Background: an optimization exercise with open tools, aiming at small area, a short achievable clock period and few clock cycles. Do not read the settings as production practice.
RTL that was checked went through simulation tests only; none was proved equivalent to the original.
The clock port is modelled as an ideal driver; clocking choices that lean on that would not hold on a real chip.

== job 8021 ==
==> flow/design.v (excerpt) <==
module top_module2 (input [3:0] start_adress, input [7:0] data_in, input clock, input Start, input reset,
  output logic [15:0] out_put_det3, output logic Done, output logic [3:0] adress);
export LEC_CHECK = 0
export CAP_MARGIN = 20
export CORE_MARGIN = 2
export CORE_UTILIZATION = 40
export SETUP_SLACK_MARGIN = 3.2
export SLEW_MARGIN = 20
create_clock -name core_clock -period 7.0 [get_ports {clock}]
standard.sh (not shown) runs the stock make flow with config.mk's settings and CLKGATE_MAP_FILE= SYNTH_SCRIPT=/design/flow/synth_recipe.tcl, a recipe that flattens the netlist after the stock synthesis.
==> flow/flow/run.sh <==
#!/bin/bash
# The standard layout, with two changes: plain buffers (buf_2) on the ports
# instead of the default port buffer cell (every port still gets its buffer),
# and no mapping of full adders to the library's fa/ha cells before ABC, so that
# ABC maps the adder trees itself. Synthesis script, registers and names are
# otherwise the standard ones.
set -euo pipefail
export BUFFER_PORTS_ARGS="-buffer_cell sky130_fd_sc_hd__buf_2"
export ADDER_MAP_FILE=
bash standard.sh > standard.log 2>&1
Testbench counts of job 8021, summed over its fixed seeds: cycles 17,600.
The inputs of job 5995 differ from those of job 8021 as listed below.
Settings: CTS_BUF_LIST: unset -> sky130_fd_sc_hd__clkbuf_8.
==> flow/flow/run.sh <==
#!/bin/bash
# The standard layout, with plain buffers (buf_2) on the ports instead of the
# default port buffer cell. Every port still gets its buffer.
set -euo pipefail
export BUFFER_PORTS_ARGS="-buffer_cell sky130_fd_sc_hd__buf_2"
bash standard.sh > standard.log 2>&1
Results
Origin of the worst setup path = mr[4]: job 8021; origin of the worst setup path = mr[10]: job 5995
Run comparison: job 8021 most frequent standard cell in the layout excluding fill and tap cells xnor2_1; job 5995 most frequent standard cell in the layout excluding fill and tap cells dfxtp_1
[compare] base=job 8021 new=job 5995: netlist area before placement went down; routed wire length lower; via count shrank by 493.
Looking at final hold slack, job 5995 sits 7.6 ps above job 8021.
The count of clock-buffer cells in the layout in job 5995 sits 1 below the value recorded for job 8021.

* * *

== before ==
top_module2, a different RTL version from the one above (not shown whole).
Size in the first run: about 100 flip-flops, roughly 36 I/O pins.
## top_module2
module top_module2 (input [3:0] start_adress, input [7:0] data_in, input clock, input Start, input reset,
  output [15:0] out_put_det3, output logic Done, output logic [3:0] adress);
clock: 7.0 ns
lec_check: 0
cap_margin: 20
core_margin: 2
core_utilization: 40
setup_slack_margin: 3.3
slew_margin: 20
==> flow/flow/run.sh <==
#!/bin/bash
# The standard layout, with plain buffers (buf_2) on the ports instead of the
# default port buffer cell. Every port still gets its buffer.
set -euo pipefail
export BUFFER_PORTS_ARGS="-buffer_cell sky130_fd_sc_hd__buf_2"
bash standard.sh > standard.log 2>&1
Having completed the whole flow, before delivered a layout that passed the timing, design-rule and antenna checks.
[inputs] after vs before
diff --git a/flow/config.mk b/flow/config.mk
--- a/flow/config.mk
+++ b/flow/config.mk
@@ -11 +11 @@
-export SETUP_SLACK_MARGIN = 3.3
+export SETUP_SLACK_MARGIN = 3.6
==> notes.md <==
after ends up with a pin count of the biggest net entering global routing that is 2 lower than in before. Stage delay of the slowest cell on the critical path down 0.02 ns in after wrt before. Looking at non-clock buffer count, after sits 75% higher than before does. Count of fill cells added during filler insertion: after lower than before. Compared with before, in after count of instances resized after the clock tree is built went up by 49; overall routed net length went up by 11%. Wire length of the first global-routing pass on after is up relative to before. On after: global-route usage is 1.1 points higher than what before gave.
Function was not checked in any run of this note: the RTL went through the layout flow alone.

* * *

Another version of the RTL of top_module2 (not shown whole).
For scale: about 120 flip-flops, ~36 I/O pins, roughly 6200 um^2 of cells after synthesis.
==> flow/design.v (excerpt) <==
module top_module2 (input [3:0] start_adress, input [7:0] data_in, input clock, input Start, input reset,
  output logic [15:0] out_put_det3, output logic Done, output logic [3:0] adress);
==> flow/config.mk <==
export PLATFORM = sky130hd
export DESIGN_NAME = top_module2
export DESIGN_NICKNAME = top_module2
export VERILOG_FILES = /design/flow/design.v
export SDC_FILE = /design/flow/constraint.sdc
export NUM_CORES = 4
export LEC_CHECK = 0
export CAP_MARGIN = 20
export CORE_MARGIN = 2
export CORE_UTILIZATION = 40
export SETUP_SLACK_MARGIN = 3.8
export SLEW_MARGIN = 20
==> flow/constraint.sdc <==
create_clock -name core_clock -period 7.0 [get_ports {clock}]
set_input_delay 1.4000 -clock core_clock [delete_from_list [all_inputs] [get_ports {clock}]]
set_output_delay 1.4000 -clock core_clock [all_outputs]
set_load 0.01 [all_outputs]
Scripts as last shown in full above: flow/flow/run.sh
The baseline produced a clean layout.
Next try:
- SETUP_SLACK_MARGIN: 3.8 -> 3.6
After rerunning: Setup slack loses 0.0087 ns; fmax is about the same; critical path depth does not change; global-route usage grows by 0.32 points; register-to-register slack gets better by 0.18 ns.
No functional check of the RTL was part of any run of this note.

* * *

Another version of the RTL of top_module2 (not shown whole).
For scale: about 530 cells after synthesis, roughly 100 flip-flops, ~5600 sq um of cells after synthesis.
## top_module2
module top_module2 (input [3:0] start_adress, input [7:0] data_in, input clock, input Start, input reset,
  output logic [15:0] out_put_det3, output logic Done, output logic [3:0] adress);
  logic [10:1] ph;             
  logic add_q0, add_q2;        
  logic [3:0] addr;            
  logic [7:0] dr;              
  logic [15:0] mr;             
  logic [3:0] b_one, b_two, b_neg;   
  logic [15:0] q1, q0;
  wire go = Done & Start;
  logic [3:0] step;
  always @(*) begin
    step = 4'd0;
    if (ph[1]) step = 4'd14;    
    if (ph[2]) step = 4'd1;
    if (ph[3]) step = 4'd14;    
    if (ph[4]) step = 4'd4;
    if (ph[5]) step = 4'd11;    
    if (ph[6]) step = 4'd8;
    if (ph[7]) step = 4'd14;    
    if (ph[8]) step = 4'd1;
  end
  assign adress = Done ? start_adress : addr;
  always @(posedge clock or posedge reset) begin
    if (reset) begin
      Done   <= 1'b1;
      ph     <= '0;
      add_q0 <= 1'b0;
      add_q2 <= 1'b1;
    end else begin
      Done   <= Done ? ~Start : ph[10];
      ph     <= {ph[9:1], go};
      add_q0 <= ph[4] | ph[5] | ph[6];
      add_q2 <= ph[8] | ph[9] | ph[10] | (Done & ~Start);
    end
  end
  wire [15:0] add = ({16{add_q0}} & q0) | ({16{add_q2}} & out_put_det3);
  wire [15:0] r;
  mac16e mac (.m(mr), .one(b_one), .two(b_two), .neg(b_neg), .add(add), .r(r));
  wire sub_next = ph[2] | ph[4] | ph[6];
  wire op_next = ~Done & ~ph[10];    
  wire [8:0] de = {data_in, 1'b0};
  logic [3:0] e_one, e_two, e_neg;
  always @(*) begin
    for (int j = 0; j < 4; j++) begin
      e_one[j] = op_next & (de[2*j+1] ^ de[2*j]);
      e_two[j] = op_next & ((de[2*j+2] & ~de[2*j+1] & ~de[2*j]) | (~de[2*j+2] & de[2*j+1] & de[2*j]));
      e_neg[j] = op_next & (de[2*j+2] ^ sub_next);
    end
  end
  always @(posedge clock) begin
    addr <= go ? start_adress + 4'd4 : addr + step;
    dr <= data_in;
    b_one <= e_one;
    b_two <= e_two;
    b_neg <= e_neg;
    mr <= (ph[7] | ph[8] | ph[9]) ? q1 : {{8{dr[7]}}, dr};
    out_put_det3 <= r;
    q1 <= out_put_det3;
    q0 <= q1;
  end
endmodule
==> flow/config.mk <==
export PLATFORM = sky130hd
export DESIGN_NAME = top_module2
export DESIGN_NICKNAME = top_module2
export VERILOG_FILES = /design/flow/design.v
export SDC_FILE = /design/flow/constraint.sdc
export NUM_CORES = 4
export LEC_CHECK = 0
export CAP_MARGIN = 20
export CORE_MARGIN = 2
export CORE_UTILIZATION = 40
export SETUP_SLACK_MARGIN = 3.2
export SLEW_MARGIN = 20
==> flow/constraint.sdc <==
create_clock -name core_clock -period 7.0 [get_ports {clock}]
set_input_delay 1.4000 -clock core_clock [delete_from_list [all_inputs] [get_ports {clock}]]
set_output_delay 1.4000 -clock core_clock [all_outputs]
set_load 0.01 [all_outputs]
==> flow/flow/run.sh <==
#!/bin/bash
# The standard layout, with two changes: plain buffers (buf_2) on the ports
# instead of the default port buffer cell (every port still gets its buffer),
# and, after clock tree synthesis, a later clock for the output register
# (flow/skew.tcl), which ends the multiply-accumulate paths between registers.
set -euo pipefail
export BUFFER_PORTS_ARGS="-buffer_cell sky130_fd_sc_hd__buf_2"
bash standard.sh cts > standard_cts.log 2>&1
R=orfs/results/sky130hd/top_module2/base
cp $R/4_cts.odb $R/4_cts_noskew.odb
ODB_IN=$R/4_cts_noskew.odb ODB_OUT=$R/4_cts.odb SKEW_DLY_CELL=sky130_fd_sc_hd__clkdlybuf4s15_1 \
  openroad -no_init -exit flow/skew.tcl > skew.log 2>&1
bash standard.sh > standard.log 2>&1
==> flow/flow/skew.tcl <==
# Delays the clock of the output register (out_put_det3) by a delay buffer and a
# clock buffer inserted after its leaf clock buffer. The output register is the
# end of the multiply-accumulate paths between registers; its own paths to the
# output port only lose by this.
read_db $::env(ODB_IN)
set db [ord::get_db]
set block [ord::get_db_block]
set flops {}
foreach inst [$block getInsts] {
  if {[string match {out_put_det3*} [$inst getName]]} { lappend flops $inst }
}
puts "skew: [llength $flops] output register flip-flops"
set src [[[lindex $flops 0] findITerm CLK] getNet]
set n1 [odb::dbNet_create $block skew_net1]
set n2 [odb::dbNet_create $block skew_net2]
$n1 setSigType CLOCK
$n2 setSigType CLOCK
set b1 [odb::dbInst_create $block [$db findMaster $::env(SKEW_DLY_CELL)] skew_dly]
set b2 [odb::dbInst_create $block [$db findMaster sky130_fd_sc_hd__clkbuf_16] skew_buf]
[$b1 findITerm A] connect $src
[$b1 findITerm X] connect $n1
[$b2 findITerm A] connect $n1
[$b2 findITerm X] connect $n2
set sx 0; set sy 0
foreach f $flops {
  set it [$f findITerm CLK]
  $it disconnect
  $it connect $n2
  set bb [$f getBBox]
  set sx [expr {$sx + [$bb xMin]}]; set sy [expr {$sy + [$bb yMin]}]
}
set cx [expr {int($sx / [llength $flops])}]; set cy [expr {int($sy / [llength $flops])}]
$b1 setLocation $cx $cy
$b1 setPlacementStatus PLACED
$b2 setLocation $cx $cy
$b2 setPlacementStatus PLACED
global_connect
detailed_placement
check_placement -verbose
write_db $::env(ODB_OUT)
Testbench counts at the start, summed over its fixed seeds: cycles 17,600.
Rerun with:
--- a/flow/flow/run.sh
+++ b/flow/flow/run.sh
@@ -9,5 +9,5 @@
 R=orfs/results/sky130hd/top_module2/base
 cp $R/4_cts.odb $R/4_cts_noskew.odb
-ODB_IN=$R/4_cts_noskew.odb ODB_OUT=$R/4_cts.odb SKEW_DLY_CELL=sky130_fd_sc_hd__clkdlybuf4s15_1 \
+ODB_IN=$R/4_cts_noskew.odb ODB_OUT=$R/4_cts.odb SKEW_DLY_CELL=sky130_fd_sc_hd__clkdlybuf4s25_1 \
   openroad -no_init -exit flow/skew.tcl > skew.log 2>&1
 bash standard.sh > standard.log 2>&1
After rerunning: The changed run completed with no timing, DRC or antenna violations. Clock skew goes up by 0.076 ns. Wire length hardly moves. Area after synthesis is unchanged. Maximum frequency grows by 1.2%. Critical path depth is lower by 10. Hold slack is worse by 0.076 ns. Worst setup slack gains 0.041 ns.

* * *

Another version of the RTL of top_module2 (not shown whole).
Size in the first run: roughly 520 cells after synthesis, ~100 flip-flops, roughly 0.0055 sq mm of cells after synthesis.
Settings: LEC_CHECK=0, CAP_MARGIN=20, CORE_MARGIN=2, CORE_UTILIZATION=40, CTS_BUF_LIST=sky130_fd_sc_hd__clkbuf_8, CTS_CLUSTER_DIAMETER=40, HOLD_SLACK_MARGIN=0.15, SETUP_SLACK_MARGIN=3.2, SLEW_MARGIN=20; clock period 7.0 ns.
==> flow/flow/run.sh <==
#!/bin/bash
# The standard layout, with two changes: plain buffers (buf_2) on the ports
# instead of the default port buffer cell (every port still gets its buffer),
# and, after clock tree synthesis, a later clock for the output register
# (flow/skew.tcl), which ends the multiply-accumulate paths between registers.
set -euo pipefail
export BUFFER_PORTS_ARGS="-buffer_cell sky130_fd_sc_hd__buf_2"
bash standard.sh cts > standard_cts.log 2>&1
R=orfs/results/sky130hd/top_module2/base
cp $R/4_cts.odb $R/4_cts_noskew.odb
ODB_IN=$R/4_cts_noskew.odb ODB_OUT=$R/4_cts.odb SKEW_DLY_CELL=sky130_fd_sc_hd__clkdlybuf4s50_1 \
  openroad -no_init -exit flow/skew.tcl > skew.log 2>&1
bash standard.sh > standard.log 2>&1
==> flow/flow/skew.tcl <==
# Delays the clock of the output register (out_put_det3) by a delay buffer and a
# clock buffer inserted after its leaf clock buffer, and upsizes leaf clock buffers
# with many flip-flops. The output register is the
# end of the multiply-accumulate paths between registers; its own paths to the
# output port only lose by this.
read_db $::env(ODB_IN)
set db [ord::get_db]
set block [ord::get_db_block]
set flops {}
foreach inst [$block getInsts] {
  if {[string match {out_put_det3*} [$inst getName]]} { lappend flops $inst }
}
puts "skew: [llength $flops] output register flip-flops"
set src [[[lindex $flops 0] findITerm CLK] getNet]
set n1 [odb::dbNet_create $block skew_net1]
set n2 [odb::dbNet_create $block skew_net2]
$n1 setSigType CLOCK
$n2 setSigType CLOCK
set b1 [odb::dbInst_create $block [$db findMaster $::env(SKEW_DLY_CELL)] skew_dly]
set b2 [odb::dbInst_create $block [$db findMaster sky130_fd_sc_hd__clkbuf_16] skew_buf]
[$b1 findITerm A] connect $src
[$b1 findITerm X] connect $n1
[$b2 findITerm A] connect $n1
[$b2 findITerm X] connect $n2
set sx 0; set sy 0
foreach f $flops {
  set it [$f findITerm CLK]
  $it disconnect
  $it connect $n2
  set bb [$f getBBox]
  set sx [expr {$sx + [$bb xMin]}]; set sy [expr {$sy + [$bb yMin]}]
}
set cx [expr {int($sx / [llength $flops])}]; set cy [expr {int($sy / [llength $flops])}]
$b1 setLocation $cx $cy
$b1 setPlacementStatus PLACED
$b2 setLocation $cx $cy
$b2 setPlacementStatus PLACED
# Clock buffers that drive many flip-flops get the strongest clock buffer, to keep
# the slew at the flip-flop clock pins low.
set big [$db findMaster sky130_fd_sc_hd__clkbuf_16]
foreach inst [$block getInsts] {
  set mname [[$inst getMaster] getName]
  if {![string match {sky130_fd_sc_hd__clkbuf_*} $mname] || $mname eq "sky130_fd_sc_hd__clkbuf_16"} { continue }
  set out [[$inst findITerm X] getNet]
  if {$out eq "NULL"} { continue }
  set sinks 0
  foreach it [$out getITerms] { if {[[$it getMTerm] getName] eq "CLK"} { incr sinks } }
  if {$sinks >= 13} {
    puts "skew: [$inst getName] ($mname) drives $sinks clock pins, now clkbuf_16"
    $inst swapMaster $big
  }
}
global_connect
detailed_placement
check_placement -verbose
write_db $::env(ODB_OUT)
The baseline went through all stages and came out clean.
Testbench counts at the start, summed over its fixed seeds: cycles 17,600.
Next try:
Settings changed: CORE_UTILIZATION 40 to 55.
Outcome: Sequential cell count stays the same. Core utilization increases by 16 points. Global-route usage increases by 6.2 points. Cell area decreases by 1.1%. Via count decreases by 1.2%. Clock skew hardly moves. Final cell count decreases by about 6%. First-iteration DRC count decreases by 43%. Hold slack is better by 0.021 ns. Routed wire length decreases by 2.5%.
Next try:
--- a/flow/flow/skew.tcl
+++ b/flow/flow/skew.tcl
@@ -2,2 +2 @@
-# clock buffer inserted after its leaf clock buffer, and upsizes leaf clock buffers
-# with many flip-flops. The output register is the
+# clock buffer inserted after its leaf clock buffer. The output register is the
@@ -38,15 +36,0 @@
-# Clock buffers that drive many flip-flops get the strongest clock buffer, to keep
-# the slew at the flip-flop clock pins low.
-set big [$db findMaster sky130_fd_sc_hd__clkbuf_16]
-foreach inst [$block getInsts] {
-  set mname [[$inst getMaster] getName]
-  if {![string match {sky130_fd_sc_hd__clkbuf_*} $mname] || $mname eq "sky130_fd_sc_hd__clkbuf_16"} { continue }
-  set out [[$inst findITerm X] getNet]
-  if {$out eq "NULL"} { continue }
-  set sinks 0
-  foreach it [$out getITerms] { if {[[$it getMTerm] getName] eq "CLK"} { incr sinks } }
-  if {$sinks >= 13} {
-    puts "skew: [$inst getName] ($mname) drives $sinks clock pins, now clkbuf_16"
-    $inst swapMaster $big
-  }
-}
Settings changed: CORE_UTILIZATION 55 to 40.
Clock-buffer cell count is higher by 1.
Hold slack gains 0.035 ns.
Final cell count rose by 6.4%.
Cell area increases by 0.87%.
Core utilization shrinks by 16 points.
Critical path depth drops by 6.
Next try:
Settings changed: CTS_CLUSTER_SIZE set to 12.
Outcome: Wire length stays the same; area after synthesis does not change; non-clock buffer count stays the same; synthesized cell count is unchanged.

-- separate check: timing with driven ports --
In the flow no input, the clock included, has a driving cell. The finished layouts below were timed again as built, in two steps.
Step 1 sets driving cells, clkbuf_16 on the clock port and buf_2 on the other inputs (assumed; they add their load-dependent delay and slew).
Step 2, shift: input delay + t, output delay - t, t = (earliest + latest rising clock arrival at the registers) / 2. This alone moves slack from input paths to output paths.
Slacks: ideal / step 1 / step 2; pairs: ideal / step 1.
run | shift t [ns] | setup WS [ns] | hold slack, ns | clock arrival spread, ns | worst data-port slew with drivers (ns)
job 8021 | 0.396 | 3.302 / 3.302 / 3.302 | 0.348 / 0.348 / 0.348 | 0.009 / 0.009 | 0.03
job 5995 | 0.413 | 3.241 / 3.241 / 3.241 | 0.356 / 0.356 / 0.356 | 0.015 / 0.015 | 0.04
before | 0.393 | 3.291 / 3.251 / 3.521 | 0.354 / 0.354 / 0.354 | 0.011 / 0.011 | 0.04
after | 0.396 | 3.372 / 3.335 / 3.623 | 0.354 / 0.354 / 0.354 | 0.008 / 0.008 | 0.03
the first run of note 3 | 0.459 | 3.159 / 3.117 / 3.150 | 0.359 / 0.359 / 0.359 | 0.011 / 0.011 | 0.05
the second run of note 3 | 0.445 | 3.151 / 3.111 / 3.168 | 0.352 / 0.352 / 0.352 | 0.010 / 0.010 | 0.04
the first run of note 4 | 0.607 | 3.624 / 3.624 / 3.624 | 0.157 / 0.157 / 0.157 | 0.449 / 0.449 | 0.05
the second run of note 4 | 0.645 | 3.665 / 3.647 / 3.647 | 0.080 / 0.080 / 0.080 | 0.525 / 0.525 | 0.05
the first run of note 5 | 0.770 | 3.786 / 3.765 / 3.765 | 0.107 / 0.107 / 0.107 | 0.726 / 0.726 | 0.05
the second run of note 5 | 0.783 | 3.775 / 3.771 / 3.771 | 0.128 / 0.128 / 0.128 | 0.722 / 0.722 | 0.03
the third run of note 5 | 0.778 | 3.787 / 3.766 / 3.766 | 0.163 / 0.163 / 0.163 | 0.764 / 0.764 | 0.05
the fourth run of note 5 | 0.778 | 3.787 / 3.766 / 3.766 | 0.163 / 0.163 / 0.163 | 0.764 / 0.764 | 0.05
Clock arrivals are far apart in 6 of these runs, so t is only a midpoint there and step 2 fits no single register.
